This design comes from an exercise in tuning for small area, a short achievable clock period and few clock cycles on the open sky130 flow, not from production work. RTL that was checked went through simulation tests only; none was proved equivalent to the original. Function not checked in runs 1 and 2: the RTL went through the layout flow alone.

===== flow/config.mk =====
export PLATFORM = sky130hd
export DESIGN_NAME = sha256_v2
export DESIGN_NICKNAME = sha256_v2
export VERILOG_FILES = /design/flow/design.v
export SDC_FILE = /design/flow/constraint.sdc
export NUM_CORES = 8
export LEC_CHECK = 0
export ABC_AREA = 1
export CAP_MARGIN = 20
export CORE_MARGIN = 2
export CORE_UTILIZATION = 60
export CTS_CLUSTER_DIAMETER = 100
export CTS_CLUSTER_SIZE = 20
export SLEW_MARGIN = 20

===== flow/constraint.sdc =====
create_clock -name core_clock -period 20.0 [get_ports {i_clk}]
set_input_delay 4.0000 -clock core_clock [delete_from_list [all_inputs] [get_ports {i_clk}]]
set_output_delay 4.0000 -clock core_clock [all_outputs]
set_load 0.01 [all_outputs]

===== flow/design.v =====
module sha256_counter_data_v2 (
    input wire        i_clk,
    input wire        i_rst,
    input wire        clr_data,
    input wire        cnt_data_en,
    output reg [4:0]  counter_data
);
    always @(posedge i_clk or negedge i_rst) begin
        if (!i_rst) begin
            counter_data <= 0;
        end else begin
            if (clr_data) counter_data <= 0;
            else if (cnt_data_en) counter_data <= counter_data + 5'd1;
            else counter_data <= counter_data;
        end
    end
endmodule
module sha256_counter_i_v2 (
    input wire        i_clk,
    input wire        i_rst,
    input wire        clr_i,
    input wire        cnt_i_en,
    output reg [7:0]  i
);
    always @(posedge i_clk or negedge i_rst) begin
        if (!i_rst) begin
            i <= 0;
        end else begin
            if (clr_i) i <= 0;
            else if (cnt_i_en) i <= i + 8'd1;
            else i <= i;
        end
    end
endmodule
module sha256_counter_j_v2 (
    input wire        i_clk,
    input wire        i_rst,
    input wire        clr_j,
    input wire        cnt_j_en,
    output reg [6:0]  j
);
    always @(posedge i_clk or negedge i_rst) begin
        if (!i_rst) begin
            j <= 0;
        end else begin
            if (clr_j) j <= 0;
            else if (cnt_j_en) j <= j + 7'd1;
            else j <= j;
        end
    end
endmodule
module sha256_functions_v2 (
    input  wire [6:0]  j,
    output wire [31:0] k_j
);
    assign k_j   = func_k(j);
    function [31:0] func_k;
        input [6:0] j;
        begin
            case (j)
                7'd0:  func_k = 32'h71374491;
                7'd1:  func_k = 32'hb5c0fbcf;
                7'd2:  func_k = 32'he9b5dba5;
                7'd3:  func_k = 32'h3956c25b;
                7'd4:  func_k = 32'h59f111f1;
                7'd5:  func_k = 32'h923f82a4;
                7'd6:  func_k = 32'hab1c5ed5;
                7'd7:  func_k = 32'hd807aa98;
                7'd8:  func_k = 32'h12835b01;
                7'd9:  func_k = 32'h243185be;
                7'd10: func_k = 32'h550c7dc3;
                7'd11: func_k = 32'h72be5d74;
                7'd12: func_k = 32'h80deb1fe;
                7'd13: func_k = 32'h9bdc06a7;
                7'd14: func_k = 32'hc19bf174;
                7'd15: func_k = 32'he49b69c1;
                7'd16: func_k = 32'hefbe4786;
                7'd17: func_k = 32'h0fc19dc6;
                7'd18: func_k = 32'h240ca1cc;
                7'd19: func_k = 32'h2de92c6f;
                7'd20: func_k = 32'h4a7484aa;
                7'd21: func_k = 32'h5cb0a9dc;
                7'd22: func_k = 32'h76f988da;
                7'd23: func_k = 32'h983e5152;
                7'd24: func_k = 32'ha831c66d;
                7'd25: func_k = 32'hb00327c8;
                7'd26: func_k = 32'hbf597fc7;
                7'd27: func_k = 32'hc6e00bf3;
                7'd28: func_k = 32'hd5a79147;
                7'd29: func_k = 32'h06ca6351;
                7'd30: func_k = 32'h14292967;
                7'd31: func_k = 32'h27b70a85;
                7'd32: func_k = 32'h2e1b2138;
                7'd33: func_k = 32'h4d2c6dfc;
                7'd34: func_k = 32'h53380d13;
                7'd35: func_k = 32'h650a7354;
                7'd36: func_k = 32'h766a0abb;
                7'd37: func_k = 32'h81c2c92e;
                7'd38: func_k = 32'h92722c85;
                7'd39: func_k = 32'ha2bfe8a1;
                7'd40: func_k = 32'ha81a664b;
                7'd41: func_k = 32'hc24b8b70;
                7'd42: func_k = 32'hc76c51a3;
                7'd43: func_k = 32'hd192e819;
                7'd44: func_k = 32'hd6990624;
                7'd45: func_k = 32'hf40e3585;
                7'd46: func_k = 32'h106aa070;
                7'd47: func_k = 32'h19a4c116;
                7'd48: func_k = 32'h1e376c08;
                7'd49: func_k = 32'h2748774c;
                7'd50: func_k = 32'h34b0bcb5;
                7'd51: func_k = 32'h391c0cb3;
                7'd52: func_k = 32'h4ed8aa4a;
                7'd53: func_k = 32'h5b9cca4f;
                7'd54: func_k = 32'h682e6ff3;
                7'd55: func_k = 32'h748f82ee;
                7'd56: func_k = 32'h78a5636f;
                7'd57: func_k = 32'h84c87814;
                7'd58: func_k = 32'h8cc70208;
                7'd59: func_k = 32'h90befffa;
                7'd60: func_k = 32'ha4506ceb;
                7'd61: func_k = 32'hbef9a3f7;
                7'd62: func_k = 32'hc67178f2;
                default: func_k = 32'h428a2f98;
            endcase
        end
    endfunction
endmodule
module sha256_padding_v2_top (
    input  wire [3:0]  i_k,
    input  wire        i_lo,         
    input  wire        i_first,      
    input  wire        i_last,       
    input  wire        i_padblk,     
    input  wire [7:0]  i_N,
    input  wire [8:0]  i_bit_miss,
    input  wire [16:0] i_len,        
    output wire [31:0] o_keep,
    output wire [31:0] o_set
);
    wire [3:0] q  = i_bit_miss[8:5];
    wire [4:0] s  = i_bit_miss[4:0];
    wire [3:0] kb = ~q;                           
    wire act_p = i_lo & i_padblk;
    wire act_l = i_lo & i_last & ~i_padblk;
    wire cut0  = (i_N == 8'd1) & (q == 4'd15);    
    wire full = i_first ? ~cut0 : (~act_p & (~act_l | (i_k < kb)));
    wire bnd  = i_first ? cut0  : (act_l & (i_k == kb));
    wire p31  = ~i_first & ((act_l & (i_k == kb + 4'd1) & (q != 4'd0) & (s == 5'd0)) |
                            (act_p & (i_k == 4'd0) & (i_bit_miss == 9'd0)));
    wire lenw = ~i_first & (i_k == 4'd15) & (act_p | (act_l & (i_bit_miss > 9'd64)));
    wire [31:0] mask_b = {32{1'b1}} << s;
    wire [31:0] pad_b  = (mask_b >> 1) & ~mask_b;    
    assign o_keep = {32{full}} | ({32{bnd}} & mask_b);
    assign o_set  = ({32{bnd}} & pad_b) | {p31, 31'd0} | ({32{lenw}} & {15'd0, i_len});
endmodule
module sha256_scheduler_v2 (
    input  wire [31:0] w0,
    input  wire [31:0] w1,
    input  wire [31:0] w9,
    input  wire [31:0] w14,
    output wire [31:0] w_new
);
    wire [31:0] sg0 = {w1[6:0], w1[31:7]} ^ {w1[17:0], w1[31:18]} ^ (w1 >> 3);
    wire [31:0] sg1 = {w14[16:0], w14[31:17]} ^ {w14[18:0], w14[31:19]} ^ (w14 >> 10);
    wire [31:0] y1s = w0 ^ w9 ^ sg0;
    wire [31:0] y1c = {(w0[30:0] & w9[30:0]) | (w0[30:0] & sg0[30:0]) | (w9[30:0] & sg0[30:0]), 1'b0};
    wire [31:0] y2s = y1s ^ y1c ^ sg1;
    wire [31:0] y2c = {(y1s[30:0] & y1c[30:0]) | (y1s[30:0] & sg1[30:0]) | (y1c[30:0] & sg1[30:0]), 1'b0};
    assign w_new = y2s + y2c;
endmodule
module sha256_v2(
    input wire i_clk,
    input wire i_rst,
    input wire i_write,
    input wire [7:0] i_N,
    input wire [8:0] i_bit_miss,
    input wire i_read,
    input wire [31:0] i_data,
    output reg [31:0] o_data,
    output reg o_done
);
    localparam [255:0] IV = {32'h6a09e667, 32'hbb67ae85, 32'h3c6ef372, 32'ha54ff53a,
                             32'h510e527f, 32'h9b05688c, 32'h1f83d9ab, 32'h5be0cd19};
    reg        rd_r;         
    reg [7:0]  n_r;          
    reg [8:0]  bm_r;         
    reg [6:0]  t;            
    reg        padblk;       
    reg [7:0]  blk;          
    reg        last_r;       
    reg        ro_en;        
    reg [2:0]  rc;           
    reg [31:0] keep_r;       
    reg [31:0] set_r;        
    reg        first;        
    reg        rnd_en;       
    reg        iv_ld;        
    reg        w15_sched;    
    reg        ring_add;     
    wire last     = last_r & ~padblk;
    wire need_pad = (bm_r <= 9'd64);
    wire t64      = t[6];
    wire fin      = t64 & (padblk | (last & ~need_pad));
    wire [6:0] t_nx      = rnd_en ? t + 7'd1 : (t64 ? 7'd0 : t);
    wire       padblk_nx = t64 ? (~fin & (last | padblk)) : padblk;
    wire [7:0] blk_nx    = ~t64 ? blk : (fin ? 8'd0 : (last ? blk : blk + 8'd1));
    wire       last_nx   = (n_r == blk_nx + 8'd1);
    wire       lo_nx     = ~t_nx[6] & ~t_nx[5] & ~t_nx[4];
    wire       first_nx  = (blk_nx == 8'd0) & ~padblk_nx;
    wire       rnd_nx    = lo_nx ? (i_write | padblk_nx) : ~t_nx[6];
    wire [31:0] keep_nx, set_nx;
    sha256_padding_v2_top u_pad (
        .i_k(t_nx[3:0]),
        .i_lo(lo_nx),
        .i_first((t_nx == 7'd0) & first_nx),
        .i_last(last_nx),
        .i_padblk(padblk_nx),
        .i_N(i_N),
        .i_bit_miss(i_bit_miss),
        .i_len({n_r, 9'd0} - {8'd0, bm_r}),
        .o_keep(keep_nx),
        .o_set(set_nx)
    );
    always @(posedge i_clk or negedge i_rst) begin
        if (!i_rst) begin
            t         <= 7'd0;
            padblk    <= 1'b0;
            blk       <= 8'd0;
            ro_en     <= 1'b0;
            first     <= 1'b1;
            rnd_en    <= 1'b0;
            iv_ld     <= 1'b1;
            w15_sched <= 1'b0;
            ring_add  <= 1'b0;
        end else begin
            t         <= t_nx;
            padblk    <= padblk_nx;
            blk       <= blk_nx;
            ro_en     <= fin | (ro_en & (t == 7'd0));
            first     <= first_nx;
            rnd_en    <= rnd_nx;
            iv_ld     <= (t_nx == 7'd0) & first_nx & ~i_write;
            w15_sched <= rnd_nx & (t_nx >= 7'd15) & (t_nx <= 7'd62);
            ring_add  <= t_nx[6] | (t_nx >= 7'd61);
        end
    end
    always @(posedge i_clk) begin
        rd_r   <= i_read;
        o_done <= (t == 7'd63) & ~(last & need_pad);
        n_r    <= i_N;
        bm_r   <= i_bit_miss;
        last_r <= last_nx;
        keep_r <= keep_nx;
        set_r  <= set_nx;
        if (fin) rc <= 3'd0;
        else if (ro_en & rd_r & (rc != 3'd7)) rc <= rc + 3'd1;
    end
    reg [31:0] W [0:15];
    wire [31:0] wt;       
    wire [31:0] w_new;
    assign wt = (W[15] & keep_r) | set_r;
    sha256_scheduler_v2 u_sched (
        .w0(W[0]), .w1(W[1]), .w9(W[9]), .w14(W[14]),
        .w_new(w_new)
    );
    integer i;
    always @(posedge i_clk) begin
        if (rnd_en) begin
            for (i = 0; i < 14; i = i + 1) W[i] <= W[i+1];
            W[14] <= wt;
        end
        W[15] <= w15_sched ? w_new : i_data;
    end
    reg [31:0] a, b, c, d, e, f, g, hk;
    reg [31:0] HA0, HA1, HA2, HA3, HE0, HE1, HE2, HE3;
    wire [31:0] kc_nx;
    sha256_functions_v2 u_k (.j(t), .k_j(kc_nx));
    wire [31:0] s0  = {a[1:0], a[31:2]} ^ {a[12:0], a[31:13]} ^ {a[21:0], a[31:22]};
    wire [31:0] s1  = {e[5:0], e[31:6]} ^ {e[10:0], e[31:11]} ^ {e[24:0], e[31:25]};
    wire [31:0] ch  = (e & f) ^ (~e & g);
    wire [31:0] maj = (a & b) | (a & c) | (b & c);
    wire [31:0] p_s = hk ^ wt ^ ch;
    wire [31:0] p_c = {(hk[30:0] & wt[30:0]) | (hk[30:0] & ch[30:0]) | (wt[30:0] & ch[30:0]), 1'b0};
    wire [31:0] m_s = s1 ^ s0 ^ maj;
    wire [31:0] m_c = {(s1[30:0] & s0[30:0]) | (s1[30:0] & maj[30:0]) | (s0[30:0] & maj[30:0]), 1'b0};
    wire [31:0] ea_s = p_s ^ p_c ^ d;
    wire [31:0] ea_c = {(p_s[30:0] & p_c[30:0]) | (p_s[30:0] & d[30:0]) | (p_c[30:0] & d[30:0]), 1'b0};
    wire [31:0] eb_s = ea_s ^ ea_c ^ s1;
    wire [31:0] eb_c = {(ea_s[30:0] & ea_c[30:0]) | (ea_s[30:0] & s1[30:0]) | (ea_c[30:0] & s1[30:0]), 1'b0};
    wire [31:0] aa_s = p_s ^ p_c ^ m_s;
    wire [31:0] aa_c = {(p_s[30:0] & p_c[30:0]) | (p_s[30:0] & m_s[30:0]) | (p_c[30:0] & m_s[30:0]), 1'b0};
    wire [31:0] ab_s = aa_s ^ aa_c ^ m_c;
    wire [31:0] ab_c = {(aa_s[30:0] & aa_c[30:0]) | (aa_s[30:0] & m_c[30:0]) | (aa_c[30:0] & m_c[30:0]), 1'b0};
    wire [31:0] a_new = ab_s + ab_c;
    wire [31:0] e_new = eb_s + eb_c;
    reg [31:0] iva, ive;
    always @(*) begin
        case (t[1:0])
            2'd0: begin iva = IV[255:224]; ive = IV[127:96]; end
            2'd1: begin iva = IV[159:128]; ive = IV[31:0];   end
            2'd2: begin iva = IV[191:160]; ive = IV[63:32];  end
            default: begin iva = IV[223:192]; ive = IV[95:64]; end
        endcase
    end
    wire [31:0] add_a = (first ? iva : HA3) + a;
    wire [31:0] add_e = (first ? ive : HE3) + e;
    wire [31:0] hk_nx = (t64 ? HE2 : g) + kc_nx;
    wire s_rnd = rnd_en, s_ld = t64, s_iv = iv_ld;
    wire s_hold = ~(s_rnd | s_ld | s_iv);
    wire [31:0] m_rnd = {32{s_rnd}}, m_ld = {32{s_ld}}, m_iv = {32{s_iv}}, m_hold = {32{s_hold}};
    always @(posedge i_clk) begin
        a  <= (m_rnd & a_new) | (m_ld & add_a) | (m_iv & IV[255:224]) | (m_hold & a);
        b  <= (m_rnd & a)     | (m_ld & HA0)   | (m_iv & IV[223:192]) | (m_hold & b);
        c  <= (m_rnd & b)     | (m_ld & HA1)   | (m_iv & IV[191:160]) | (m_hold & c);
        d  <= (m_rnd & c)     | (m_ld & HA2)   | (m_iv & IV[159:128]) | (m_hold & d);
        e  <= (m_rnd & e_new) | (m_ld & add_e) | (m_iv & IV[127:96])  | (m_hold & e);
        f  <= (m_rnd & e)     | (m_ld & HE0)   | (m_iv & IV[95:64])   | (m_hold & f);
        g  <= (m_rnd & f)     | (m_ld & HE1)   | (m_iv & IV[63:32])   | (m_hold & g);
        hk <= ((m_rnd | m_ld) & hk_nx) | (m_iv & (IV[31:0] + 32'h428a2f98)) | (m_hold & hk);
    end
    always @(posedge i_clk) begin
        if (ring_add) begin
            HA0 <= add_a; HA1 <= HA0; HA2 <= HA1; HA3 <= HA2;
            HE0 <= add_e; HE1 <= HE0; HE2 <= HE1; HE3 <= HE2;
        end
    end
    always @(posedge i_clk) begin
        case (rc)
            3'd0: o_data <= HA0;
            3'd1: o_data <= HA1;
            3'd2: o_data <= HA2;
            3'd3: o_data <= HA3;
            3'd4: o_data <= HE0;
            3'd5: o_data <= HE1;
            3'd6: o_data <= HE2;
            default: o_data <= HE3;
        endcase
    end
endmodule

===== flow/flow/run.sh =====
#!/bin/bash
# Layout flow: the standard synthesis, then the standard layout with
# the timing repair told to keep a setup margin, so that it closes the design
# at a shorter period than the 20 ns constraint, and with the ports buffered
# by plain buffers (which the repair may then resize). Each step's full
# output goes to a log file of its own here.
set -euo pipefail
MARGIN=14.9
bash standard.sh synth > synth.log 2>&1
bash standard.sh SETUP_SLACK_MARGIN=$MARGIN MATCH_CELL_FOOTPRINT=0 "BUFFER_PORTS_ARGS=-buffer_cell sky130_fd_sc_hd__buf_2" "CTS_ARGS=-sink_clustering_enable -repair_clock_nets -sink_clustering_size 20 -sink_clustering_max_diameter 100 -dont_use_dummy_load" finish > layout.log 2>&1

===== flow/standard.sh =====
#!/bin/bash
# synth_recipe.tcl (not shown) runs the flow's synth.tcl, then flattens the netlist and writes it again
# the make line also repeats each setting of config.mk as NAME=value (left out here)
make -C /OpenROAD-flow-scripts/flow DESIGN_CONFIG=/design/flow/config.mk WORK_HOME=/design/flow/orfs CLKGATE_MAP_FILE= SYNTH_SCRIPT=/design/flow/synth_recipe.tcl "${@:-finish}"

==> impl_metrics.py, run 1 <==
metrics = {
    "cells_and_area": {
        "multiInputGateArea_um2": 27460,
        "final_common_cell": "nand2_1",
        "layout-drive-gt1-share_pct": 7.746,
        "fillCellCount": 8231,
        "syn2layout_area_growth_pct": 7.025,
        "regMostFlops": "W",
        "mostFrequentLayoutCells": "nand2_1 (921), inv_1 (899), edfxtp_1 (736)",
        "regArea_um2": 30910,
        "instances_no_fill": 7735,
        "final_nets": 6862,
        "largest_reg_flops": 512,
    },
    "die": {
        "start_util_pct": 60.33,
        "die_w_um": 326.1,
        "num_rows": 118,
        "ioPinCount": 86,
        "die_h_um": 326.1,
        "design.core.area_um2": 103200,
        "die_area_um2": 106400,
    },
    "setup_path": {
        "required_ns": 16.00,
        "cpMaxStageDelayCell": "dfxtp_2",
        "end_kind": "primary output",
        "r2r-start": "W[15][19]",
        "timing.critical_path.buf_inv": 1,
        "startpoint_type": "register",
        "cp_top_family": "flip-flops",
        "r2r-end": "e[27]",
        "critPathMaxFanout": 1,
        "criticalPathCategory": "reg -> out",
        "rrSetupSlack_ns": 15.03,
        "worstPathArrival_ns": 1.19,
        "worst-r2r-cell-count": 16,
        "path_cells": "buf_6",
        "cpPeakStageDelay_ns": 0.38,
    },
    "clock_tree": {
        "hold_buffers": 0,
        "cts_tree": "done",
        "clk_path_buf_depth": 3,
        "clk_pin_slew_ns": 0.09,
        "cts.sinks": 1165,
        "clock_latency_ns": 0.69,
        "numCtsBuffers": 71,
        "h-tree-depth": 3,
        "root_buffer": "clkbuf_16",
    },
    "place": {
        "dp_cells": 7639,
        "hpwlAfterDp_um": 159400,
        "port-buffer-count": 85,
        "place_congestion": 0.9835,
    },
    "synthesis": {
        "synthTopCellsByArea": "edfxtp_1 (35%), dfxtp_1 (13%), fa_1 (6.8%)",
        "syn_inst": 6355,
        "synth_fp_nets": 6863,
        "ys.warnings.count": 4,
        "synth_area_leader_cell": "edfxtp_1",
        "synth_cell_type_count": 70,
        "synth_top_cell_area_share_pct": 35.50,
        "syn_avg_cell_area_um2": 9.797,
        "synth_edf_count": 736,
        "syn-cell-area_um2": 62260,
        "yosysSeqAreaShare_pct": 49.47,
        "ys_seq_elements": 1165,
        "synth_ff_type": "edfxtp_1",
        "ys_async_sr_fraction_pct": 1.888,
    },
    "detailed_routing": {
        "antenna_left": 0,
        "wl_um": 216200,
        "via_count": 48473,
        "via_per_inst": 6.267,
        "firstDrtPassIters": 7,
        "drt-wirelength-per-cell_um": 27.95,
        "drc_errors": 0,
        "initialDrtViolationCount": 6281,
    },
    "timing": {
        "tns_ns": 0,
        "worst_clock_skew_ns": 0.07713,
        "period_needed_ns": 5.189,
        "rsz0062_at_grt": "true",
        "worst_slew_pin_slew_ns": 1.287,
        "setup_viol": 0,
        "relSlewSlack_pct": 14.17,
        "slew_viol_final": 0,
        "hold_viol": 0,
        "fmax_mhz": 192.7,
        "fin_crit_sh_pct": 25.94,
    },
    "hold_path": {
        "hold_class": "reg -> reg",
        "hold_path_startpoint": "W[10][25]",
        "hold_depth": 0,
        "min_to": "W[9][25]",
    },
    "global_route": {
        "grt_pass1_wl_um": 309800,
        "track_usage_pct": 40.18,
        "grt_max_degree": 169,
        "grt_pass1_vias": 46296,
        "antenna_found_initial": 10,
        "overflow": 0,
    },
    "status": {
        "status": "no timing/DRC/antenna violations",
    },
    "flow_run": {
        "drv_cap": 0,
    },
}
[how the worst max path moves through the flow]
stage | from | end | slack, ns | cells past startpoint
2_1_floorplan | rnd_en | keep_r[27] | 14.25 | 14
3_3_place_gp | i_N[2] | keep_r[16] | 13.81 | 7
3_5_place_dp | i_N[2] | keep_r[9] | 13.78 | 7
4_1_cts | o_data[4] | o_data[4] | 14.79 | 1
5_1_grt | o_data[4] | o_data[4] | 14.79 | 1
6_report | o_data[4] | o_data[4] | 14.81 | 1
[timing repair]
item	in CTS	in global routing
setup buffers	10	10
endpoints found under the hold margin	0	0
endpoints found under the setup margin	121	135
cloned	2	0
resized for setup	93	110
pin swaps	0	2
[routing by layer]
layer	global-route usage (%)	wire, um	part of all wire [%]
met4	28.27	18660	8.6
met1	51.91	79850	37
met2	61.18	95630	44
met3	7.831	22070	10
met5	0	27	0.012
[worst reg2reg max path: cells and delay by family (launching register included)]
family | cells | cell delay, ns
AOI/OAI and AO/OA | 6 | 1.83
adders and majority gates | 4 | 1.85
buffers and inverters | 3 | 0.38
DFF | 1 | 0.35
and+or+nand+nor | 3 | 0.39
[logic make-up (layout without fill, tap and decap cells)]
kind of cell	count (synthesis)	count (layout)	synth area share, %
DFF	1165	1165	49.47
other	0	3	0
and+or+nand+nor	1712	1712	11.77
AOI/OAI and AO/OA	1440	1441	13.98
xor gates and xnor gates	416	416	5.876
adders and majority gates	455	455	11.71
buffers and inverters	1167	1163	7.190
[per-stage QoR]
stage	hold slack [ns]	utilization, %	setup WS [ns]	cell area (um^2)
after floorplan	0.4003	-	14.25	62330
after global placement	0.4004	61.99	13.81	63980
after detailed placement	0.4045	62.00	13.78	63980
after CTS	0.3709	64.15	14.79	66200
after global routing	0.3822	64.56	14.79	66630
final	0.3774	64.57	14.81	66640
[layout make-up]
cell class	count	share of cell area, %
sequential	1165	46.39
multi-input combinational	4024	41.20
antenna	3	0.01127
clock buffer	71	2.666
timing repair inverter	1	0.007511
inverter	924	5.246
timing repair buffer	167	1.885
tap	1380	2.591
[synth_stat cells, types with 17 or more instances]
library cell,count
ha_1,242
o211ai_1,82
clkbuf_1,203
nand3_1,271
o22ai_1,35
xor2_1,252
o21a_1,17
a31oi_1,41
a21o_1,34
buf_1,20
nor2_1,322
xnor2_1,162
nand2_1,924
inv_1,910
a21oi_1,466
o221ai_1,97
dfxtp_1,407
or2_2,38
nand3b_1,18
o21ai_0,465
a221oi_1,102
fa_1,213
edfxtp_1,736
nor3_1,52
nand4_1,24
dfrtp_1,20
==> inputs of run 2 (changes only) <==
--- a/flow/design.v
+++ b/flow/design.v
@@ -33,21 +33,29 @@
     end
 endmodule
 module sha256_counter_j_v2 (
-    input wire        i_clk,
-    input wire        i_rst,
-    input wire        clr_j,
-    input wire        cnt_j_en,
-    output reg [6:0]  j
+    input  wire [31:0] a,
+    input  wire [31:0] b,
+    output wire [31:0] s
 );
-    always @(posedge i_clk or negedge i_rst) begin
-        if (!i_rst) begin
-            j <= 0;
-        end else begin
-            if (clr_j) j <= 0;
-            else if (cnt_j_en) j <= j + 7'd1;
-            else j <= j;
-        end
+    wire [31:0] p0 = a ^ b;
+    wire [31:0] g0 = a & b;
+    reg  [31:0] G, P;
+    integer d, i;
+    always @(*) begin
+        G = g0;
+        P = p0;
+        for (d = 0; d < 5; d = d + 1)
+            for (i = 31; i >= 0; i = i - 1)
+                if (((i + 1) % (2 << d)) == 0) begin
+                    G[i] = G[i] | (P[i] & G[i - (1 << d)]);
+                    P[i] = P[i] & P[i - (1 << d)];
+                end
+        for (d = 3; d >= 0; d = d - 1)
+            for (i = 0; i < 32; i = i + 1)
+                if ((((i + 1) % (2 << d)) == (1 << d)) && (i >= (2 << d)))
+                    G[i] = G[i] | (P[i] & G[i - (1 << d)]);
     end
+    assign s = p0 ^ {G[30:0], 1'b0};
 endmodule
 module sha256_functions_v2 (
     input  wire [6:0]  j,
@@ -167,7 +175,7 @@
     wire [31:0] y1c = {(w0[30:0] & w9[30:0]) | (w0[30:0] & sg0[30:0]) | (w9[30:0] & sg0[30:0]), 1'b0};
     wire [31:0] y2s = y1s ^ y1c ^ sg1;
     wire [31:0] y2c = {(y1s[30:0] & y1c[30:0]) | (y1s[30:0] & sg1[30:0]) | (y1c[30:0] & sg1[30:0]), 1'b0};
-    assign w_new = y2s + y2c;
+    sha256_counter_j_v2 u_add (.a(y2s), .b(y2c), .s(w_new));
 endmodule
 module sha256_v2(
     input wire i_clk,
@@ -182,6 +190,7 @@
 );
     localparam [255:0] IV = {32'h6a09e667, 32'hbb67ae85, 32'h3c6ef372, 32'ha54ff53a,
                              32'h510e527f, 32'h9b05688c, 32'h1f83d9ab, 32'h5be0cd19};
+    reg        wr_r;         
     reg        rd_r;         
     reg [7:0]  n_r;          
     reg [8:0]  bm_r;         
@@ -193,27 +202,25 @@
     reg [2:0]  rc;           
     reg [31:0] keep_r;       
     reg [31:0] set_r;        
-    reg        first;        
-    reg        rnd_en;       
-    reg        iv_ld;        
-    reg        w15_sched;    
-    reg        ring_add;     
+    wire first    = (blk == 8'd0) & ~padblk;
     wire last     = last_r & ~padblk;
     wire need_pad = (bm_r <= 9'd64);
+    wire t_lo     = ~t[6] & ~t[5] & ~t[4];           
+    wire rnd_en   = t_lo ? (wr_r | padblk) : ~t[6];   
     wire t64      = t[6];
     wire fin      = t64 & (padblk | (last & ~need_pad));
+    wire ring_add = t64 | (t[5] & t[4] & t[3] & t[2] & (t[1] | t[0]));  
+    wire iv_ld    = (t == 7'd0) & first & ~wr_r;
     wire [6:0] t_nx      = rnd_en ? t + 7'd1 : (t64 ? 7'd0 : t);
     wire       padblk_nx = t64 ? (~fin & (last | padblk)) : padblk;
     wire [7:0] blk_nx    = ~t64 ? blk : (fin ? 8'd0 : (last ? blk : blk + 8'd1));
     wire       last_nx   = (n_r == blk_nx + 8'd1);
     wire       lo_nx     = ~t_nx[6] & ~t_nx[5] & ~t_nx[4];
-    wire       first_nx  = (blk_nx == 8'd0) & ~padblk_nx;
-    wire       rnd_nx    = lo_nx ? (i_write | padblk_nx) : ~t_nx[6];
     wire [31:0] keep_nx, set_nx;
     sha256_padding_v2_top u_pad (
         .i_k(t_nx[3:0]),
         .i_lo(lo_nx),
-        .i_first((t_nx == 7'd0) & first_nx),
+        .i_first((t_nx == 7'd0) & (blk_nx == 8'd0) & ~padblk_nx),
         .i_last(last_nx),
         .i_padblk(padblk_nx),
         .i_N(i_N),
@@ -224,25 +231,17 @@
     );
     always @(posedge i_clk or negedge i_rst) begin
         if (!i_rst) begin
-            t         <= 7'd0;
-            padblk    <= 1'b0;
-            blk       <= 8'd0;
-            ro_en     <= 1'b0;
-            first     <= 1'b1;
-            rnd_en    <= 1'b0;
-            iv_ld     <= 1'b1;
-            w15_sched <= 1'b0;
-            ring_add  <= 1'b0;
+            wr_r   <= 1'b0;
+            t      <= 7'd0;
+            padblk <= 1'b0;
+            blk    <= 8'd0;
+            ro_en  <= 1'b0;
         end else begin
-            t         <= t_nx;
-            padblk    <= padblk_nx;
-            blk       <= blk_nx;
-            ro_en     <= fin | (ro_en & (t == 7'd0));
-            first     <= first_nx;
-            rnd_en    <= rnd_nx;
-            iv_ld     <= (t_nx == 7'd0) & first_nx & ~i_write;
-            w15_sched <= rnd_nx & (t_nx >= 7'd15) & (t_nx <= 7'd62);
-            ring_add  <= t_nx[6] | (t_nx >= 7'd61);
+            wr_r   <= i_write;
+            t      <= t_nx;
+            padblk <= padblk_nx;
+            blk    <= blk_nx;
+            ro_en  <= fin | (ro_en & (t == 7'd0));
         end
     end
     always @(posedge i_clk) begin
@@ -264,6 +263,7 @@
         .w0(W[0]), .w1(W[1]), .w9(W[9]), .w14(W[14]),
         .w_new(w_new)
     );
+    wire w15_sched = rnd_en & (t >= 7'd15) & (t <= 7'd62);
     integer i;
     always @(posedge i_clk) begin
         if (rnd_en) begin
@@ -303,9 +303,11 @@
             default: begin iva = IV[223:192]; ive = IV[95:64]; end
         endcase
     end
-    wire [31:0] add_a = (first ? iva : HA3) + a;
-    wire [31:0] add_e = (first ? ive : HE3) + e;
-    wire [31:0] hk_nx = (t64 ? HE2 : g) + kc_nx;
+    wire [31:0] add_a, add_e;
+    sha256_counter_j_v2 u_add_a (.a(first ? iva : HA3), .b(a), .s(add_a));
+    sha256_counter_j_v2 u_add_e (.a(first ? ive : HE3), .b(e), .s(add_e));
+    wire [31:0] hk_nx = g + kc_nx;
+    wire t63 = (t == 7'd63);
     wire s_rnd = rnd_en, s_ld = t64, s_iv = iv_ld;
     wire s_hold = ~(s_rnd | s_ld | s_iv);
     wire [31:0] m_rnd = {32{s_rnd}}, m_ld = {32{s_ld}}, m_iv = {32{s_iv}}, m_hold = {32{s_hold}};
@@ -316,7 +318,7 @@
         d  <= (m_rnd & c)     | (m_ld & HA2)   | (m_iv & IV[159:128]) | (m_hold & d);
         e  <= (m_rnd & e_new) | (m_ld & add_e) | (m_iv & IV[127:96])  | (m_hold & e);
         f  <= (m_rnd & e)     | (m_ld & HE0)   | (m_iv & IV[95:64])   | (m_hold & f);
-        g  <= (m_rnd & f)     | (m_ld & HE1)   | (m_iv & IV[63:32])   | (m_hold & g);
+        g  <= ({32{s_rnd & ~t63}} & f) | ({32{s_ld | t63}} & HE1) | (m_iv & IV[63:32]) | (m_hold & g);
         hk <= ((m_rnd | m_ld) & hk_nx) | (m_iv & (IV[31:0] + 32'h428a2f98)) | (m_hold & hk);
     end
     always @(posedge i_clk) begin
==> run 2 against run 1 <==
Net effect: clock skew fell by 0.011 ns; highest routed layer unchanged; sequential share of layout area rose by 0.62 points; area after synthesis fell by 3.4%; global-route usage fell by 1.1 points; final cell count fell by 7.2%; routed wire length fell by 6.3%; register-to-register slack got worse by 0.02 ns.
==> impl_metrics.py, run 2 <==
metrics = {
    "global_route": {
        "grt_max_degree": 199,
        "grt_pass1_vias": 43056,
        "grt_pass1_wl_um": 289200,
        "antenna_found_initial": 15,
        "overflow": 0,
        "track_usage_pct": 39.03,
    },
    "synthesis": {
        "synth_area_leader_cell": "edfxtp_1",
        "synth_fp_nets": 6347,
        "syn-cell-area_um2": 60130,
        "synthTopCellsByCount": "inv_1 (856), nand2_1 (753), edfxtp_1 (736)",
        "syn_avg_cell_area_um2": 10.37,
        "synth_cell_type_count": 66,
        "synthTopCellsByArea": "edfxtp_1 (37%), dfxtp_1 (14%), fa_1 (8.6%)",
        "synth_top_cell_area_share_pct": 36.75,
        "ys.warnings.count": 5,
        "synth.most_common_cell": "inv_1",
        "synth_edf_count": 736,
        "ys_seq_elements": 1161,
        "synth_ff_type": "edfxtp_1",
        "yosysSeqAreaShare_pct": 51.05,
        "ys_async_sr_fraction_pct": 1.550,
        "syn_inst": 5801,
    },
    "detailed_routing": {
        "firstDrtPassIters": 9,
        "antenna_left": 0,
        "via_per_inst": 6.282,
        "drt-wirelength-per-cell_um": 28.21,
        "via_count": 45103,
        "wl_um": 202500,
        "drc_errors": 0,
        "initialDrtViolationCount": 5905,
    },
    "setup_path": {
        "rrSetupSlack_ns": 15.01,
        "cp_top_family": "flip-flops",
        "startpoint": "o_data[5]",
        "end_kind": "primary output",
        "path_cells": "buf_6",
        "cpPeakStageDelay_ns": 0.38,
        "critPathMaxFanout": 1,
        "worstPathArrival_ns": 1.16,
        "r2r-start": "t[1]",
        "required_ns": 16.00,
        "cpMaxStageDelayCell": "dfxtp_2",
        "cp_num_cells": 1,
        "r2r-end": "hk[30]",
        "criticalPathCategory": "reg -> out",
        "worst-r2r-cell-count": 18,
        "endpoint": "o_data[5]",
        "startpoint_type": "register",
        "timing.critical_path.buf_inv": 1,
    },
    "timing": {
        "slew_viol_final": 0,
        "fmax_mhz": 193.8,
        "relSlewSlack_pct": 12.67,
        "rsz0062_at_grt": "true",
        "period_needed_ns": 5.160,
        "setup_viol": 0,
        "hold_slack_ns": 0.3950,
        "tns_ns": 0,
        "hold_viol": 0,
        "worst_clock_skew_ns": 0.06602,
        "worst_slew_pin_slew_ns": 1.310,
        "fin_crit_sh_pct": 25.80,
    },
    "cells_and_area": {
        "fillCellCount": 7864,
        "largest_reg_flops": 512,
        "layout-drive-gt1-share_pct": 10.18,
        "regMostFlops": "W",
        "final_common_cell": "inv_1",
        "final_nets": 6425,
        "syn2layout_area_growth_pct": 8.970,
        "regArea_um2": 30800,
        "mostFrequentLayoutCells": "inv_1 (844), edfxtp_1 (736), nand2_1 (715)",
        "multiInputGateArea_um2": 26230,
    },
    "clock_tree": {
        "clk_path_buf_depth": 3,
        "root_buffer": "clkbuf_16",
        "numCtsBuffers": 70,
        "cts.sinks": 1161,
        "clock_latency_ns": 0.67,
        "h-tree-depth": 3,
        "cts_tree": "done",
        "clk_pin_slew_ns": 0.08,
    },
    "hold_path": {
        "hold_class": "reg -> reg",
        "hold_depth": 0,
    },
    "place": {
        "port-buffer-count": 85,
        "hpwlAfterDp_um": 149100,
        "place_congestion": 1.025,
    },
    "status": {
        "status": "no timing/DRC/antenna violations",
    },
    "die": {
        "die_h_um": 320.6,
        "design.core.area_um2": 99710,
        "die_area_um2": 102800,
        "start_util_pct": 60.31,
        "num_rows": 116,
        "ioPinCount": 86,
        "die_w_um": 320.6,
    },
    "flow_run": {
        "drv_cap": 0,
    },
}
-- run 2: worst min path at each step --
stage	start	endpoint	slack (ns)
finish	W[7][21]	W[6][21]	0.40
global route	W[8][18]	W[7][18]	0.41
CTS	W[10][23]	W[9][23]	0.39
detailed placement	W[11][4]	W[10][4]	0.40
global placement	W[11][11]	W[10][11]	0.40
floorplan	W[11][0]	W[10][0]	0.40
-- run 2: final cells by class --
type                            count  area share, %
Tap cell                         1298          2.479
Sequential cell                  1161          47.01
Timing Repair Buffer              224          2.799
Multi-Input combinational cell   3558          40.02
Clock buffer                       70          2.673
Inverter                          864          4.999
Antenna cell                        5        0.01909
-- run 2: layer usage --
| metal | track usage, % | part of all wire, % | vias up |
|---|---|---|---|
| li1 | - | - | 19873 |
| met1 | 50.70 | 37 | 21864 |
| met2 | 59.48 | 44 | 2711 |
| met3 | 7.129 | 10 | 649 |
| met4 | 27.53 | 8.8 | 6 |
| met5 | 0 | 0.017 | - |
-- run 2: timing repair --
| item | CTS | global route |
|---|---|---|
| gates resized for setup | 109 | 179 |
| buffers inserted | 30 | 47 |
| endpoints found under the setup margin | 264 | 214 |
| hold buffers | 0 | 0 |
| pin swaps | 16 | 31 |
| gates cloned | 4 | 3 |
-- run 2: per-stage QoR --
step                setup WS [ns]  cells  utilization [%]  cell area, um^2
finish                      14.84   7180            65.72            65530
global route                14.79   7175            65.70            65510
CTS                         14.82   7125            64.58            64390
detailed placement          13.77   7021            62.16            61980
global placement            13.76   7021            62.16            61980
floorplan                   14.62   5801                -            60310
-- run 2: kinds of logic after synthesis --
kind of cell / share of synthesized area, %
AOI/OAI and AO/OA: 13.63
buffers and inverters: 6.798
xor gates and xnor gates: 5.547
muxes: 0.03745
DFF: 51.05
and+or+nand+nor: 9.465
adders and majority gates: 13.47
-- run 2: worst register-to-register path: stages, from the launching register on --
cell,delay (ns)
dfrtp_2,0.41
buf_4,0.15
buf_4,0.21
ha_1,0.33
inv_1,0.23
nor2_1,0.22
inv_1,0.14
a21oi_1,0.27
nor3_1,0.07
o311ai_0,0.90
ha_1,0.45
a21oi_1,0.19
inv_1,0.06
a21oi_1,0.21
o21ai_0,0.14
a221oi_1,0.34
o21ai_0,0.25
o21ai_0,0.22
o21ai_0,0.11
==> inputs of run 3 (changes only) <==
--- a/flow/design.v
+++ b/flow/design.v
@@ -175,7 +175,7 @@
     wire [31:0] y1c = {(w0[30:0] & w9[30:0]) | (w0[30:0] & sg0[30:0]) | (w9[30:0] & sg0[30:0]), 1'b0};
     wire [31:0] y2s = y1s ^ y1c ^ sg1;
     wire [31:0] y2c = {(y1s[30:0] & y1c[30:0]) | (y1s[30:0] & sg1[30:0]) | (y1c[30:0] & sg1[30:0]), 1'b0};
-    sha256_counter_j_v2 u_add (.a(y2s), .b(y2c), .s(w_new));
+    assign w_new = y2s + y2c;
 endmodule
 module sha256_v2(
     input wire i_clk,
==> run 3 against run 2 <==
Net effect: still clean; sequential share of layout area about the same; setup slack better by 0.034 ns; die area up 1.1%; via count up 1.7%; routed wire length up 1.6%.
==> impl_metrics.py, run 3 <==
metrics = {
    "global_route": {
        "overflow": 0,
        "grt_pass1_wl_um": 295900,
        "grt_pass1_vias": 44149,
        "track_usage_pct": 39.59,
        "antenna_found_initial": 12,
        "grt_max_degree": 196,
    },
    "detailed_routing": {
        "antenna_left": 0,
        "via_per_inst": 6.241,
        "via_count": 45878,
        "firstDrtPassIters": 6,
        "initialDrtViolationCount": 5740,
        "drt-wirelength-per-cell_um": 27.99,
        "drc_errors": 0,
        "wl_um": 205700,
    },
    "setup_path": {
        "worst-r2r-cell-count": 16,
        "cp_top_family": "flip-flops",
        "path_cells": "buf_6",
        "cp_num_cells": 1,
        "startpoint_type": "register",
        "end_kind": "primary output",
        "required_ns": 16.00,
        "worstPathArrival_ns": 1.13,
        "timing.critical_path.buf_inv": 1,
        "criticalPathCategory": "reg -> out",
        "critPathMaxFanout": 1,
        "cpPeakStageDelay_ns": 0.33,
        "cpMaxStageDelayCell": "dfxtp_2",
    },
    "clock_tree": {
        "clock_latency_ns": 0.69,
        "clk_pin_slew_ns": 0.09,
        "h-tree-depth": 3,
        "clk_path_buf_depth": 3,
        "cts_tree": "done",
        "hold_buffers": 0,
        "numCtsBuffers": 68,
        "root_buffer": "clkbuf_16",
        "cts.sinks": 1161,
    },
    "synthesis": {
        "syn-cell-area_um2": 60830,
        "synth_area_leader_cell": "edfxtp_1",
        "synth_fp_nets": 6511,
        "syn_inst": 5978,
        "synth_top_cell_area_share_pct": 36.33,
        "synth_ff_type": "edfxtp_1",
        "synth_edf_count": 736,
        "synthTopCellsByArea": "edfxtp_1 (36%), dfxtp_1 (13%), fa_1 (8.0%)",
        "synthTopCellsByCount": "nand2_1 (932), inv_1 (782), edfxtp_1 (736)",
        "ys_async_sr_fraction_pct": 1.550,
        "ys.warnings.count": 5,
        "ys_seq_elements": 1161,
        "synth.most_common_cell": "nand2_1",
        "yosysSeqAreaShare_pct": 50.47,
        "syn_avg_cell_area_um2": 10.18,
        "synth_cell_type_count": 73,
    },
    "timing": {
        "fin_crit_sh_pct": 25.63,
        "relSlewSlack_pct": 16.20,
        "tns_ns": 0,
        "rsz0062_at_grt": "true",
        "setup_viol": 0,
        "hold_viol": 0,
        "period_needed_ns": 5.127,
        "fmax_mhz": 195.0,
        "worst_slew_pin_slew_ns": 1.257,
        "slew_viol_final": 0,
        "worst_clock_skew_ns": 0.07068,
        "setup_ws_ns": 14.87,
    },
    "hold_path": {
        "hold_depth": 0,
        "hold_class": "reg -> reg",
    },
    "die": {
        "die_w_um": 322.4,
        "design.core.area_um2": 100300,
        "start_util_pct": 60.65,
        "die_area_um2": 103900,
        "die_h_um": 322.4,
        "num_rows": 116,
        "ioPinCount": 86,
    },
    "cells_and_area": {
        "regMostFlops": "W",
        "final_common_cell": "nand2_1",
        "syn2layout_area_growth_pct": 7.615,
        "largest_reg_flops": 512,
        "final_nets": 6525,
        "mostFrequentLayoutCells": "nand2_1 (922), inv_1 (766), edfxtp_1 (736)",
        "layout-drive-gt1-share_pct": 8.765,
    },
    "place": {
        "port-buffer-count": 85,
        "hpwlAfterDp_um": 151500,
        "place_congestion": 1.027,
        "pre_cts_slack_ns": 13.83,
    },
    "status": {
        "status": "no timing/DRC/antenna violations",
    },
    "flow_run": {
        "drv_cap": 0,
    },
}
==> run 3: cell types whose count changed in the layout (fill, tap and decap cells not counted), moves of 19 or more <==
| cell | previous run | this run |
|---|---|---|
| nand2_2 | 36 | 13 |
| a22oi_1 | 69 | 93 |
| a31oi_1 | 20 | 43 |
| nand2_1 | 715 | 922 |
| inv_1 | 844 | 766 |
| nand3_1 | 190 | 250 |
| o2111ai_1 | 9 | 47 |
| nand4_1 | 31 | 65 |
| o21ai_0 | 469 | 384 |
| a221oi_1 | 140 | 58 |
| buf_4 | 115 | 77 |
| a22o_1 | 20 | 1 |
| o211ai_1 | 63 | 95 |
==> run 3: final cells by class <==
type	count	area, um^2
fillers	7976	34830
inverters	795	3033
well taps	1357	1698
repair buffers	179	1414
repair inverters	1	5.005
multi-input cells	3786	26820
flip-flops and latches	1161	30780
clock buffers	68	1702
diodes	4	10.01
==> run 3: kinds of logic (layout without fill, tap and decap cells) <==
kind of cell	Yosys count	in the layout	synth area share, %
AND/OR/NAND/NOR	1663	1663	11.78
AO/OA/AOI/OAI	1250	1251	12.70
flip-flops	1161	1161	50.47
buffers and inverters	1032	1043	6.518
adder cells (fa/ha/maj)	480	480	12.87
XOR/XNOR	389	389	5.613
multiplexers	3	3	0.05348
other	0	4	0
==> run 3: final timing paths <==
kind / start / endpoint / slack [ns]
max: o_data[31] / o_data[31] / 14.87
min: W[5][30] / W[4][30] / 0.41
max reg2reg: t[6] / hk[31] / 15.02
min reg2reg: W[5][30] / W[4][30] / 0.41
max in group asynchronous: i_rst / t[6] / 16.42
min in group asynchronous: i_rst / wr_r / 3.25
==> run 3: stage by stage <==
| stage | utilization [%] | hold slack (ns) | area [um^2] | cells |
|---|---|---|---|---|
| 6_report | 65.27 | 0.4094 | 65460 | 7351 |
| 5_1_grt | 65.26 | 0.4155 | 65450 | 7347 |
| 4_1_cts | 64.57 | 0.4087 | 64760 | 7322 |
| 3_5_place_dp | 62.41 | 0.4045 | 62590 | 7238 |
| 3_3_place_gp | 62.40 | 0.4005 | 62580 | 7238 |
| 2_1_floorplan | - | 0.4003 | 60930 | 5978 |
==> run 3: timing repair <==
action,in CTS,in global routing
endpoints found under the setup margin,141,244
pin swaps,2,12
gates resized for setup,102,125
buffers inserted,13,25
cloned,3,0
==> run 3: metal layers <==
layer  up-vias  global-route usage [%]  routed length (um)
met4         6                   29.56               18330
li1      20364                       -                   -
met5         -                       0                  42
met1     22183                   49.64               75940
met2      2651                   61.50               92180
met3       674                   7.333               19240
Testbench counts of run 3, summed over its fixed seeds: cycles 12,948.
==> inputs of run 4 (changes only) <==
--- a/flow/config.mk
+++ b/flow/config.mk
@@ -8,7 +8,7 @@
 export ABC_AREA = 1
 export CAP_MARGIN = 20
 export CORE_MARGIN = 2
-export CORE_UTILIZATION = 60
+export CORE_UTILIZATION = 65
 export CTS_CLUSTER_DIAMETER = 100
 export CTS_CLUSTER_SIZE = 20
 export SLEW_MARGIN = 20
==> run 4 against run 3 <==
Net effect: cell area is essentially flat; sequential share of layout area is essentially flat; critical endpoint unchanged; maximum frequency is the same; register-to-register slack lost 0.12 ns; clock skew grew 0.0083 ns; synthesized cell count is the same; routed wire length grew 6.1%; setup slack is the same; sequential cell count is the same; clock-buffer cell count grew 2; area after synthesis is the same.
==> impl_metrics.py, run 4 <==
metrics = {
    "synthesis": {
        "synth_top_family_by_area": "adder cells",
        "ys_async_sr_fraction_pct": 1.550,
        "synth_cell_type_count": 73,
        "synth_area_leader_cell": "edfxtp_1",
        "syn_avg_cell_area_um2": 10.18,
        "synth_ff_type": "edfxtp_1",
        "synth.most_common_cell": "nand2_1",
        "syn-cell-area_um2": 60830,
        "synthTopCellsByArea": "edfxtp_1 (36%), dfxtp_1 (13%), fa_1 (8.0%)",
        "synth-compound-area-share_pct": 12.70,
        "syn_inst": 5978,
        "synth_edf_count": 736,
        "synthTopCellsByCount": "nand2_1 (932), inv_1 (782), edfxtp_1 (736)",
        "ys.warnings.count": 5,
        "synth_top_cell_area_share_pct": 36.33,
        "synth-simple-area-share_pct": 11.78,
        "synth_fp_nets": 6511,
        "synthMuxAreaShare_pct": 0.05348,
        "ys_seq_elements": 1161,
        "yosys.area_share.adder_pct": 12.87,
        "synthXorXnorAreaFrac_pct": 5.613,
        "yosysSeqAreaShare_pct": 50.47,
    },
    "timing": {
        "worst_clock_skew_ns": 0.07901,
        "tns_ns": 0,
        "period_needed_ns": 5.127,
        "rsz0062_at_grt": "true",
        "fin_crit_sh_pct": 25.63,
        "relSlewSlack_pct": 14.01,
        "hold_viol": 0,
        "hold_slack_ns": 0.4100,
        "setup_viol": 0,
        "fmax_mhz": 195.0,
        "slew_viol_final": 0,
        "worst_slew_pin_slew_ns": 1.290,
    },
    "global_route": {
        "grt_pass1_vias": 46371,
        "overflow": 0,
        "grt_pass1_wl_um": 312100,
        "grt_max_degree": 163,
        "track_usage_pct": 45.45,
        "antenna_found_initial": 15,
    },
    "clock_tree": {
        "clock_latency_ns": 0.70,
        "clk_path_buf_depth": 3,
        "clk_pin_slew_ns": 0.10,
        "h-tree-depth": 3,
        "cts_tree": "done",
        "cts.sinks": 1161,
        "hold_buffers": 0,
        "numCtsBuffers": 70,
        "root_buffer": "clkbuf_16",
    },
    "setup_path": {
        "path_cells": "buf_2",
        "r2r-start": "W[1][8]",
        "worst-r2r-cell-count": 21,
        "cpMaxStageDelayCell": "dfxtp_1",
        "timing.critical_path.buf_inv": 1,
        "required_ns": 16.00,
        "cp_top_family": "flip-flops",
        "criticalPathCategory": "reg -> out",
        "startpoint": "o_data[31]",
        "cp_num_cells": 1,
        "end_kind": "primary output",
        "r2r-end": "W[15][23]",
        "startpoint_type": "register",
        "rrSetupSlack_ns": 14.90,
        "worstPathArrival_ns": 1.13,
        "cpPeakStageDelay_ns": 0.32,
        "critPathMaxFanout": 1,
    },
    "detailed_routing": {
        "highest-signal-layer": "met5",
        "dr_wl_met2_um": 95050,
        "via_per_inst": 6.663,
        "antenna_left": 0,
        "via_count": 48366,
        "initialDrtViolationCount": 7551,
        "dr_wl_met3_um": 26450,
        "wl_um": 218300,
        "firstDrtPassIters": 21,
        "drt-wirelength-per-cell_um": 30.07,
        "drc_errors": 0,
        "wl_met1_um": 73290,
    },
    "cells_and_area": {
        "final_common_cell": "nand2_1",
        "layout-drive-gt1-share_pct": 8.844,
        "syn2layout_area_growth_pct": 7.625,
        "final_nets": 6528,
        "mostFrequentLayoutCells": "nand2_1 (920), inv_1 (767), edfxtp_1 (736)",
        "instances_no_fill": 7259,
        "regMostFlops": "W",
        "largest_reg_flops": 512,
    },
    "die": {
        "die_h_um": 309.9,
        "ioPinCount": 86,
        "num_rows": 112,
        "die_area_um2": 96040,
        "die_w_um": 309.9,
        "start_util_pct": 65.37,
        "design.core.area_um2": 93050,
    },
    "place": {
        "hpwlAfterDp_um": 153400,
        "port-buffer-count": 85,
        "place_congestion": 1.035,
        "dp_cells": 7132,
    },
    "hold_path": {
        "hold_class": "reg -> reg",
        "hold_depth": 0,
        "hold_path_startpoint": "W[7][22]",
        "min_to": "W[6][22]",
    },
    "status": {
        "status": "no timing/DRC/antenna violations",
    },
    "flow_run": {
        "drv_cap": 0,
    },
}
[run 4: cell counts after synthesis]
Identical to the previous run, type by type.
[run 4: routing by layer]
metal / vias up / global-route usage, %
met3: 1106 / 10.74
met1: 22858 / 55.95
met4: 4 / 37.87
met5: - / 0
li1: 20390 / -
met2: 4008 / 68.32
[run 4: cell type report]
| class | count | area (um^2) |
|---|---|---|
| inverters | 795 | 3033 |
| flip-flops and latches | 1161 | 30780 |
| repair buffers | 180 | 1445 |
| multi-input cells | 3786 | 26850 |
| repair inverters | 1 | 7.507 |
| fillers | 6737 | 27580 |
| diodes | 12 | 30.03 |
| clock buffers | 70 | 1752 |
| well taps | 1254 | 1569 |
[run 4: worst max-delay path by stage]
stage | end | slack (ns)
floorplan | set_r[11] | 14.70
finish | o_data[31] | 14.87
global placement | hk[23] | 13.82
global route | e[31] | 14.75
CTS | o_data[2] | 14.86
detailed placement | e[31] | 13.93
[run 4: logic make-up (layout without fill, tap and decap cells)]
group / after synthesis / in the layout
and+or+nand+nor: 1663 / 1663
AOI/OAI and AO/OA: 1250 / 1251
DFF: 1161 / 1161
buffers and inverters: 1032 / 1046
adders and majority gates: 480 / 480
xor gates and xnor gates: 389 / 389
muxes: 3 / 3
other: 0 / 12
[run 4: per-stage QoR]
stage / util [%] / setup WS (ns) / area, um^2
floorplan: - / 14.70 / 60930
detailed placement: 67.08 / 13.93 / 62410
CTS: 69.63 / 14.86 / 64790
finish: 70.36 / 14.87 / 65470
global placement: 67.08 / 13.82 / 62410
global route: 70.32 / 14.75 / 65440
[run 4: timing repair]
| item | CTS | global route |
|---|---|---|
| pin swaps | 2 | 7 |
| setup endpoints to repair | 238 | 192 |
| setup buffers | 19 | 21 |
| gates cloned | 5 | 0 |
| resized for setup | 116 | 119 |
==> inputs of run 5 (changes only) <==
==> flow/flow/run.sh (replaced) <==
#!/bin/bash
# Layout flow: the standard synthesis, then the standard layout with
# the timing repair told to keep a setup margin, so that it closes the design
# at a shorter period than the 20 ns constraint, and with the ports buffered
# by plain buffers (which the repair may then resize); each output port's
# buffer, and the flip-flop driving it, are placed at the port. Each step's full
# output goes to a log file of its own here. The repair after global routing
# keeps a larger margin, for what detailed routing adds.
set -euo pipefail
MARGIN=14.9
GRT_MARGIN=15.0
bash standard.sh synth > synth.log 2>&1
ARGS=("MATCH_CELL_FOOTPRINT=0" "BUFFER_PORTS_ARGS=-buffer_cell sky130_fd_sc_hd__buf_2" "POST_GLOBAL_PLACE_TCL=$PWD/flow/place_io_flops.tcl" "CTS_ARGS=-sink_clustering_enable -repair_clock_nets -sink_clustering_size 20 -sink_clustering_max_diameter 100 -dont_use_dummy_load")
bash standard.sh SETUP_SLACK_MARGIN=$MARGIN "${ARGS[@]}" cts > layout.log 2>&1
bash standard.sh SETUP_SLACK_MARGIN=$GRT_MARGIN "${ARGS[@]}" finish > layout2.log 2>&1
==> flow/flow/place_io_flops.tcl (new file) <==
# After global placement: put each output port's buffer at the port's pin,
# and the flip-flop that drives it right next to it, so both wires on the
# flop-to-port path are short. Detailed placement legalizes them afterwards.
set block [ord::get_db_block]
set core [$block getCoreArea]
set moved 0
proc clampv {v lo hi} { expr {$v < $lo ? $lo : ($v > $hi ? $hi : $v)} }
foreach bterm [$block getBTerms] {
  if {[$bterm getIoType] ne "OUTPUT"} { continue }
  set net [$bterm getNet]
  if {$net eq "NULL"} { continue }
  set buf ""
  foreach it [$net getITerms] {
    if {[$it isOutputSignal]} { set buf [$it getInst] }
  }
  if {$buf eq ""} { continue }
  set ff ""
  foreach it [$buf getITerms] {
    if {![$it isInputSignal]} { continue }
    set n2 [$it getNet]
    if {$n2 eq "NULL"} { continue }
    foreach jt [$n2 getITerms] {
      if {[$jt isOutputSignal] && [[[$jt getInst] getMaster] isSequential]} { set ff [$jt getInst] }
    }
  }
  set pins [$bterm getBPins]
  if {![llength $pins]} { continue }
  set box [[lindex $pins 0] getBBox]
  set px [expr {([$box xMin] + [$box xMax]) / 2}]
  set py [expr {([$box yMin] + [$box yMax]) / 2}]
  set x [clampv $px [$core xMin] [expr {[$core xMax] - [[$buf getMaster] getWidth]}]]
  set y [clampv $py [$core yMin] [expr {[$core yMax] - [[$buf getMaster] getHeight]}]]
  $buf setLocation $x $y
  if {$ff ne ""} {
    # one cell-width further into the core
    set dx [expr {$px <= [$core xMin] ? 1 : ($px >= [$core xMax] ? -1 : 0)}]
    set dy [expr {$py <= [$core yMin] ? 1 : ($py >= [$core yMax] ? -1 : 0)}]
    set fx [clampv [expr {$x + $dx * [[$buf getMaster] getWidth]}] [$core xMin] [expr {[$core xMax] - [[$ff getMaster] getWidth]}]]
    set fy [clampv [expr {$y + $dy * [[$buf getMaster] getHeight]}] [$core yMin] [expr {[$core yMax] - [[$ff getMaster] getHeight]}]]
    $ff setLocation $fx $fy
    incr moved
  }
}
puts "place_io_flops: moved $moved output flip-flops and their buffers to the ports"
--- a/flow/config.mk
+++ b/flow/config.mk
@@ -8,7 +8,7 @@
 export ABC_AREA = 1
 export CAP_MARGIN = 20
 export CORE_MARGIN = 2
-export CORE_UTILIZATION = 65
+export CORE_UTILIZATION = 60
 export CTS_CLUSTER_DIAMETER = 100
 export CTS_CLUSTER_SIZE = 20
 export SLEW_MARGIN = 20
==> run 5 against run 4 <==
Net effect: routed wire length is 5.3% lower; critical path depth stayed put; clock skew is 0.0056 ns lower; clock-buffer cell count is 2 lower.
==> impl_metrics.py, run 5 <==
metrics = {
    "die": {
        "die_w_um": 322.4,
        "num_rows": 116,
        "ioPinCount": 86,
        "start_util_pct": 60.65,
        "design.core.area_um2": 100300,
        "die_h_um": 322.4,
        "die_area_um2": 103900,
    },
    "setup_path": {
        "end_kind": "primary output",
        "path_cells": "buf_6",
        "cpMaxStageDelayCell": "dfxtp_2",
        "timing.critical_path.buf_inv": 1,
        "criticalPathCategory": "reg -> out",
        "critPathMaxFanout": 1,
        "cp_top_family": "flip-flops",
        "worstPathArrival_ns": 1.11,
        "cpPeakStageDelay_ns": 0.32,
        "startpoint_type": "register",
        "required_ns": 16.00,
    },
    "synthesis": {
        "synth_area_leader_cell": "edfxtp_1",
        "syn_inst": 5978,
        "synth_top_cell_area_share_pct": 36.33,
        "ys.warnings.count": 5,
        "yosysSeqAreaShare_pct": 50.47,
        "synth_fp_nets": 6511,
        "ys_seq_elements": 1161,
        "ys_async_sr_fraction_pct": 1.550,
        "synthTopCellsByArea": "edfxtp_1 (36%), dfxtp_1 (13%), fa_1 (8.0%)",
        "synth_cell_type_count": 73,
        "synth_ff_type": "edfxtp_1",
        "synth_edf_count": 736,
        "synthTopCellsByCount": "nand2_1 (932), inv_1 (782), edfxtp_1 (736)",
        "syn_avg_cell_area_um2": 10.18,
        "syn-cell-area_um2": 60830,
        "synth.most_common_cell": "nand2_1",
    },
    "detailed_routing": {
        "drt-wirelength-per-cell_um": 28.04,
        "dr_wl_met3_um": 19520,
        "firstDrtPassIters": 8,
        "drc_errors": 0,
        "antenna_left": 0,
        "highest-signal-layer": "met5",
        "initialDrtViolationCount": 6517,
        "via_count": 46179,
        "via_per_inst": 6.264,
        "wl_um": 206700,
        "wl_met1_um": 76130,
        "dr_wl_met2_um": 93250,
    },
    "clock_tree": {
        "clk_path_buf_depth": 3,
        "clock_latency_ns": 0.68,
        "root_buffer": "clkbuf_16",
        "cts.sinks": 1161,
        "cts_tree": "done",
        "h-tree-depth": 3,
        "hold_buffers": 0,
        "numCtsBuffers": 68,
        "clk_pin_slew_ns": 0.08,
    },
    "timing": {
        "setup_ws_ns": 14.89,
        "hold_viol": 0,
        "hold_slack_ns": 0.3942,
        "fmax_mhz": 195.7,
        "rsz0062_at_grt": "true",
        "period_needed_ns": 5.110,
        "tns_ns": 0,
        "fin_crit_sh_pct": 25.55,
        "worst_clock_skew_ns": 0.07339,
        "worst_slew_pin_slew_ns": 1.312,
        "slew_viol_final": 0,
        "relSlewSlack_pct": 12.51,
        "setup_viol": 0,
    },
    "place": {
        "port-buffer-count": 85,
        "pre_cts_slack_ns": 13.83,
        "hpwlAfterDp_um": 151700,
        "dp_cells": 7238,
    },
    "global_route": {
        "antenna_found_initial": 12,
        "grt_max_degree": 196,
        "grt_pass1_vias": 44038,
        "grt_pass1_wl_um": 295300,
        "track_usage_pct": 39.52,
        "overflow": 0,
    },
    "cells_and_area": {
        "instances_no_fill": 7372,
        "regMostFlops": "W",
        "largest_reg_flops": 512,
        "final_common_cell": "nand2_1",
        "layout-drive-gt1-share_pct": 9.590,
        "mostFrequentLayoutCells": "nand2_1 (913), inv_1 (764), edfxtp_1 (736)",
        "fin_util_pct": 65.62,
        "syn2layout_area_growth_pct": 8.199,
        "final_nets": 6541,
    },
    "status": {
        "status": "no timing/DRC/antenna violations",
    },
    "hold_path": {
        "hold_class": "reg -> reg",
    },
    "flow_run": {
        "drv_cap": 0,
    },
}
## run 5: path summary, 6_finish.rpt
kind | from | to | slack (ns) | cells after the start
max | o_data[13] | o_data[13] | 14.89 | 1
min | W[3][4] | W[2][4] | 0.39 | 0
max reg2reg | t[0] | hk[30] | 15.03 | 19
min reg2reg | W[3][4] | W[2][4] | 0.39 | 0
max in group asynchronous | i_rst | t[6] | 16.41 | 1
min in group asynchronous | i_rst | t[3] | 3.27 | 1
## run 5: final cells by class
class,instances,area (um^2)
Inverter,795,3037
Timing Repair inverter,1,5.005
Clock buffer,68,1702
Fill cell,7943,34480
Multi-Input combinational cell,3787,27070
Sequential cell,1161,30800
Antenna cell,9,22.52
Timing Repair Buffer,194,1474
Tap cell,1357,1698
## run 5: what timing repair did
item                       4_1_cts  5_1_grt
setup buffers                   15       38
resized for setup               93      187
setup endpoints to repair      135      299
cloned                           3        1
pin swaps                        3       28
## run 5: metal layers
layer | global-route usage (%) | up-vias
met3 | 7.151 | 675
met1 | 49.73 | 22286
met5 | 0 | -
met2 | 62.13 | 2815
met4 | 27.71 | 8
li1 | - | 20395
## run 5: cell families (layout without fill, tap and decap cells)
logic type / after synthesis / in the layout / share of synthesized area, %
AOI/OAI and AO/OA: 1250 / 1251 / 12.70
xor gates and xnor gates: 389 / 389 / 5.613
adders and majority gates: 480 / 480 / 12.87
buffers and inverters: 1032 / 1058 / 6.518
DFF: 1161 / 1161 / 50.47
muxes: 3 / 3 / 0.05348
other: 0 / 9 / 0
and+or+nand+nor: 1663 / 1664 / 11.78
## run 5: metrics by stage
step | area (um^2)
detailed placement | 62590
global placement | 62580
floorplan | 60930
finish | 65820
global route | 65790
CTS | 64730

==> what the ideal ports hide <==
The results above use ideal ports. As a check the final layouts listed here were re-extracted and re-timed, cells and wires unchanged.
Step 1 sets driving cells, clkbuf_16 on the clock port and buf_2 on the other inputs (assumed; they add their load-dependent delay and slew).
Step 2 adds t to the input delays and takes it off the output delays; t is the mean of the earliest and latest rising clock arrival at the registers after step 1. Input paths then give back, and output paths get back, about the clock's delay inside the block.
a / b / c = no drivers / after step 1 / after step 2; a / b = the first two.
| run | t (ns) | slack for setup (ns) | worst setup path after step 2 | slew at the worst register clock pin (ns) | cell pins on the clock port's net |
|---|---|---|---|---|---|
| run 1 | 0.735 | 14.811 / 14.732 / 14.318 | input to register | 0.10 / 0.10 | 1 |
| run 2 | 0.715 | 14.840 / 14.762 / 14.363 | input to register | 0.09 / 0.09 | 1 |
| run 3 | 0.730 | 14.873 / 14.798 / 14.314 | input to register | 0.10 / 0.10 | 1 |
| run 4 | 0.734 | 14.873 / 14.792 / 14.333 | input to register | 0.10 / 0.10 | 1 |
| run 5 | 0.725 | 14.890 / 14.812 / 14.420 | input to register | 0.10 / 0.10 | 1 |
After both steps every run listed still meets setup and hold. For run 3, which loses most, drivers alone change the setup slack by -0.075 ns; drivers and shift together by -0.559 ns.
